What follows belongs to an exercise in optimizing a design on an open flow for small area; a production flow would make more cautious choices.
Where RTL was checked, it was by simulation tests only, not by an equivalence proof against the original.

==> flow/design.v <==
module rtlfa32_4(s, cout, a, b, cin, clk);
	input [31:0] a, b;
	input cin, clk;
	output cout;
	output [31:0] s;
	wire [31:0] bs;           
	wire [32:0] k;            
	wire [7:0] bc;            
	assign bs[0] = a[0] ^ b[0] ^ cin;
	assign k[1] = ~((~a[0] & ~b[0]) | (~cin & ~a[0]) | (~b[0] & ~cin));
	assign bs[1] = a[1] ^ b[1] ^ k[1];
	assign k[2] = ~((~a[1] & ~b[1]) | (~k[1] & ~a[1]) | (~b[1] & ~k[1]));
	assign bs[2] = a[2] ^ b[2] ^ k[2];
	assign k[3] = ~((~a[2] & ~b[2]) | (~k[2] & ~a[2]) | (~b[2] & ~k[2]));
	assign bs[3] = a[3] ^ b[3] ^ k[3];
	assign k[4] = ~((~a[3] & ~b[3]) | (~k[3] & ~a[3]) | (~b[3] & ~k[3]));
	assign bc[0] = k[4];
	assign bs[4] = a[4] ^ b[4];
	assign k[5] = a[4] & b[4];
	assign bs[5] = a[5] ^ b[5] ^ k[5];
	assign k[6] = ~((~a[5] & ~b[5]) | (~k[5] & ~a[5]) | (~b[5] & ~k[5]));
	assign bs[6] = a[6] ^ b[6] ^ k[6];
	assign k[7] = ~((~a[6] & ~b[6]) | (~k[6] & ~a[6]) | (~b[6] & ~k[6]));
	assign bs[7] = a[7] ^ b[7] ^ k[7];
	assign k[8] = ~((~a[7] & ~b[7]) | (~k[7] & ~a[7]) | (~b[7] & ~k[7]));
	assign bc[1] = k[8];
	assign bs[8] = a[8] ^ b[8];
	assign k[9] = a[8] & b[8];
	assign bs[9] = a[9] ^ b[9] ^ k[9];
	assign k[10] = ~((~a[9] & ~b[9]) | (~k[9] & ~a[9]) | (~b[9] & ~k[9]));
	assign bs[10] = a[10] ^ b[10] ^ k[10];
	assign k[11] = ~((~a[10] & ~b[10]) | (~k[10] & ~a[10]) | (~b[10] & ~k[10]));
	assign bs[11] = a[11] ^ b[11] ^ k[11];
	assign k[12] = ~((~a[11] & ~b[11]) | (~k[11] & ~a[11]) | (~b[11] & ~k[11]));
	assign bc[2] = k[12];
	assign bs[12] = a[12] ^ b[12];
	assign k[13] = a[12] & b[12];
	assign bs[13] = a[13] ^ b[13] ^ k[13];
	assign k[14] = ~((~a[13] & ~b[13]) | (~k[13] & ~a[13]) | (~b[13] & ~k[13]));
	assign bs[14] = a[14] ^ b[14] ^ k[14];
	assign k[15] = ~((~a[14] & ~b[14]) | (~k[14] & ~a[14]) | (~b[14] & ~k[14]));
	assign bs[15] = a[15] ^ b[15] ^ k[15];
	assign k[16] = ~((~a[15] & ~b[15]) | (~k[15] & ~a[15]) | (~b[15] & ~k[15]));
	assign bc[3] = k[16];
	assign bs[16] = a[16] ^ b[16];
	assign k[17] = a[16] & b[16];
	assign bs[17] = a[17] ^ b[17] ^ k[17];
	assign k[18] = ~((~a[17] & ~b[17]) | (~k[17] & ~a[17]) | (~b[17] & ~k[17]));
	assign bs[18] = a[18] ^ b[18] ^ k[18];
	assign k[19] = ~((~a[18] & ~b[18]) | (~k[18] & ~a[18]) | (~b[18] & ~k[18]));
	assign bs[19] = a[19] ^ b[19] ^ k[19];
	assign k[20] = ~((~a[19] & ~b[19]) | (~k[19] & ~a[19]) | (~b[19] & ~k[19]));
	assign bc[4] = k[20];
	assign bs[20] = a[20] ^ b[20];
	assign k[21] = a[20] & b[20];
	assign bs[21] = a[21] ^ b[21] ^ k[21];
	assign k[22] = ~((~a[21] & ~b[21]) | (~k[21] & ~a[21]) | (~b[21] & ~k[21]));
	assign bs[22] = a[22] ^ b[22] ^ k[22];
	assign k[23] = ~((~a[22] & ~b[22]) | (~k[22] & ~a[22]) | (~b[22] & ~k[22]));
	assign bs[23] = a[23] ^ b[23] ^ k[23];
	assign k[24] = ~((~a[23] & ~b[23]) | (~k[23] & ~a[23]) | (~b[23] & ~k[23]));
	assign bc[5] = k[24];
	assign bs[24] = a[24] ^ b[24];
	assign k[25] = a[24] & b[24];
	assign bs[25] = a[25] ^ b[25] ^ k[25];
	assign k[26] = ~((~a[25] & ~b[25]) | (~k[25] & ~a[25]) | (~b[25] & ~k[25]));
	assign bs[26] = a[26] ^ b[26] ^ k[26];
	assign k[27] = ~((~a[26] & ~b[26]) | (~k[26] & ~a[26]) | (~b[26] & ~k[26]));
	assign bs[27] = a[27] ^ b[27] ^ k[27];
	assign k[28] = ~((~a[27] & ~b[27]) | (~k[27] & ~a[27]) | (~b[27] & ~k[27]));
	assign bc[6] = k[28];
	assign bs[28] = a[28] ^ b[28];
	assign k[29] = a[28] & b[28];
	assign bs[29] = a[29] ^ b[29] ^ k[29];
	assign k[30] = ~((~a[29] & ~b[29]) | (~k[29] & ~a[29]) | (~b[29] & ~k[29]));
	assign bs[30] = a[30] ^ b[30] ^ k[30];
	assign k[31] = ~((~a[30] & ~b[30]) | (~k[30] & ~a[30]) | (~b[30] & ~k[30]));
	assign bs[31] = a[31] ^ b[31] ^ k[31];
	assign k[32] = ~((~a[31] & ~b[31]) | (~k[31] & ~a[31]) | (~b[31] & ~k[31]));
	assign bc[7] = k[32];
	reg [31:0] ps;
	reg [7:0] pc;
	always @(posedge clk) begin
		ps <= bs;
		pc <= bc;
	end
	wire [8:1] ci;
	wire [31:4] t;            
	wire [31:0] rs;
	assign ci[1] = pc[0];
	assign ci[2] = pc[1] | (&ps[7:4] & ci[1]);
	assign ci[3] = pc[2] | (&ps[11:8] & ci[2]);
	assign ci[4] = pc[3] | (&ps[15:12] & ci[3]);
	assign ci[5] = pc[4] | (&ps[19:16] & ci[4]);
	assign ci[6] = pc[5] | (&ps[23:20] & ci[5]);
	assign ci[7] = pc[6] | (&ps[27:24] & ci[6]);
	assign ci[8] = pc[7] | (&ps[31:28] & ci[7]);
	assign rs[3:0] = ps[3:0];
	assign t[4] = ci[1];
	assign rs[4] = ps[4] ^ t[4];
	assign t[5] = ps[4] & t[4];
	assign rs[5] = ps[5] ^ t[5];
	assign t[6] = ps[5] & t[5];
	assign rs[6] = ps[6] ^ t[6];
	assign t[7] = ps[6] & t[6];
	assign rs[7] = ps[7] ^ t[7];
	assign t[8] = ci[2];
	assign rs[8] = ps[8] ^ t[8];
	assign t[9] = ps[8] & t[8];
	assign rs[9] = ps[9] ^ t[9];
	assign t[10] = ps[9] & t[9];
	assign rs[10] = ps[10] ^ t[10];
	assign t[11] = ps[10] & t[10];
	assign rs[11] = ps[11] ^ t[11];
	assign t[12] = ci[3];
	assign rs[12] = ps[12] ^ t[12];
	assign t[13] = ps[12] & t[12];
	assign rs[13] = ps[13] ^ t[13];
	assign t[14] = ps[13] & t[13];
	assign rs[14] = ps[14] ^ t[14];
	assign t[15] = ps[14] & t[14];
	assign rs[15] = ps[15] ^ t[15];
	assign t[16] = ci[4];
	assign rs[16] = ps[16] ^ t[16];
	assign t[17] = ps[16] & t[16];
	assign rs[17] = ps[17] ^ t[17];
	assign t[18] = ps[17] & t[17];
	assign rs[18] = ps[18] ^ t[18];
	assign t[19] = ps[18] & t[18];
	assign rs[19] = ps[19] ^ t[19];
	assign t[20] = ci[5];
	assign rs[20] = ps[20] ^ t[20];
	assign t[21] = ps[20] & t[20];
	assign rs[21] = ps[21] ^ t[21];
	assign t[22] = ps[21] & t[21];
	assign rs[22] = ps[22] ^ t[22];
	assign t[23] = ps[22] & t[22];
	assign rs[23] = ps[23] ^ t[23];
	assign t[24] = ci[6];
	assign rs[24] = ps[24] ^ t[24];
	assign t[25] = ps[24] & t[24];
	assign rs[25] = ps[25] ^ t[25];
	assign t[26] = ps[25] & t[25];
	assign rs[26] = ps[26] ^ t[26];
	assign t[27] = ps[26] & t[26];
	assign rs[27] = ps[27] ^ t[27];
	assign t[28] = ci[7];
	assign rs[28] = ps[28] ^ t[28];
	assign t[29] = ps[28] & t[28];
	assign rs[29] = ps[29] ^ t[29];
	assign t[30] = ps[29] & t[29];
	assign rs[30] = ps[30] ^ t[30];
	assign t[31] = ps[30] & t[30];
	assign rs[31] = ps[31] ^ t[31];
	reg [32:0] r1, r2, r3, r4, r5, r6, r7;
	always @(posedge clk) begin
		r1 <= {ci[8], rs};
		r2 <= r1;
		r3 <= r2;
		r4 <= r3;
		r5 <= r4;
		r6 <= r5;
		r7 <= r6;
	end
	assign {cout, s} = r7;
endmodule
export LEC_CHECK = 0
export ABC_AREA = 1
export CAP_MARGIN = 20
export CORE_MARGIN = 2
export CORE_UTILIZATION = 40
export SLEW_MARGIN = 20
create_clock -name core_clock -period 2.0 [get_ports {clk}]
standard.sh (not shown) runs the stock make flow with config.mk's settings and CLKGATE_MAP_FILE= SYNTH_SCRIPT=/design/flow/synth_recipe.tcl, a recipe that flattens the netlist after the stock synthesis.
==> flow/flow/run.sh <==
#!/bin/bash
# Standard ORFS layout, except:
# - the port buffers are the smallest buffer (sky130_fd_sc_hd__buf_1);
# - clock tree synthesis clusters more flip-flops per leaf buffer and adds
#   no dummy loads.
set -euo pipefail
bash standard.sh finish \
  "BUFFER_PORTS_ARGS=-buffer_cell sky130_fd_sc_hd__buf_1" \
  "CTS_ARGS=-sink_clustering_enable -repair_clock_nets -buf_list sky130_fd_sc_hd__clkbuf_8 -sink_clustering_size 20 -sink_clustering_max_diameter 60 -dont_use_dummy_load" \
  > standard.log 2>&1
The first run produced a clean layout.
Edit:
--- a/flow/design.v
+++ b/flow/design.v
@@ -3,9 +3,9 @@
 	input cin, clk;
 	output cout;
 	output [31:0] s;
 	wire [31:0] bs;           
-	wire [32:0] k;            
+	wire [32:1] k;            
 	wire [7:0] bc;            
 	assign bs[0] = a[0] ^ b[0] ^ cin;
 	assign k[1] = ~((~a[0] & ~b[0]) | (~cin & ~a[0]) | (~b[0] & ~cin));
 	assign bs[1] = a[1] ^ b[1] ^ k[1];
The changed run completed without violations.
Final area stays the same.
Core utilization does not change.
Maximum frequency does not change.
Hold slack is unchanged.
First-iteration DRC count does not change.
Routed wire length is unchanged.
Critical path depth is unchanged.
The RTL of the first run of this note was laid out without a check of its function.

re-timing with driven ports:
The flow's constraints put no driver on any port. The routed layouts listed below were extracted and timed again, unchanged, in two steps.
Step 1: set_driving_cell puts a clkbuf_16 on clk and a buf_2 on each other input, an assumption about the parent block.
Step 2 also shifts input and output timing later by t, the mid clock arrival at the registers, as if the neighbouring blocks saw the same clock.
a / b / c = ideal ports / drivers / drivers and shift; a / b = the first two.
run	t, ns	setup slack, ns	worst hold slack (ns)	worst register clock-pin slew, ns
the first run	0.505	0.116 / 0.116 / -0.174	0.112 / 0.105 / 0.300	0.11 / 0.11
the second run	0.505	0.116 / 0.116 / -0.174	0.112 / 0.105 / 0.300	0.11 / 0.11
With both steps, setup timing fails in the first run and the second run, where it was met with ideal ports.
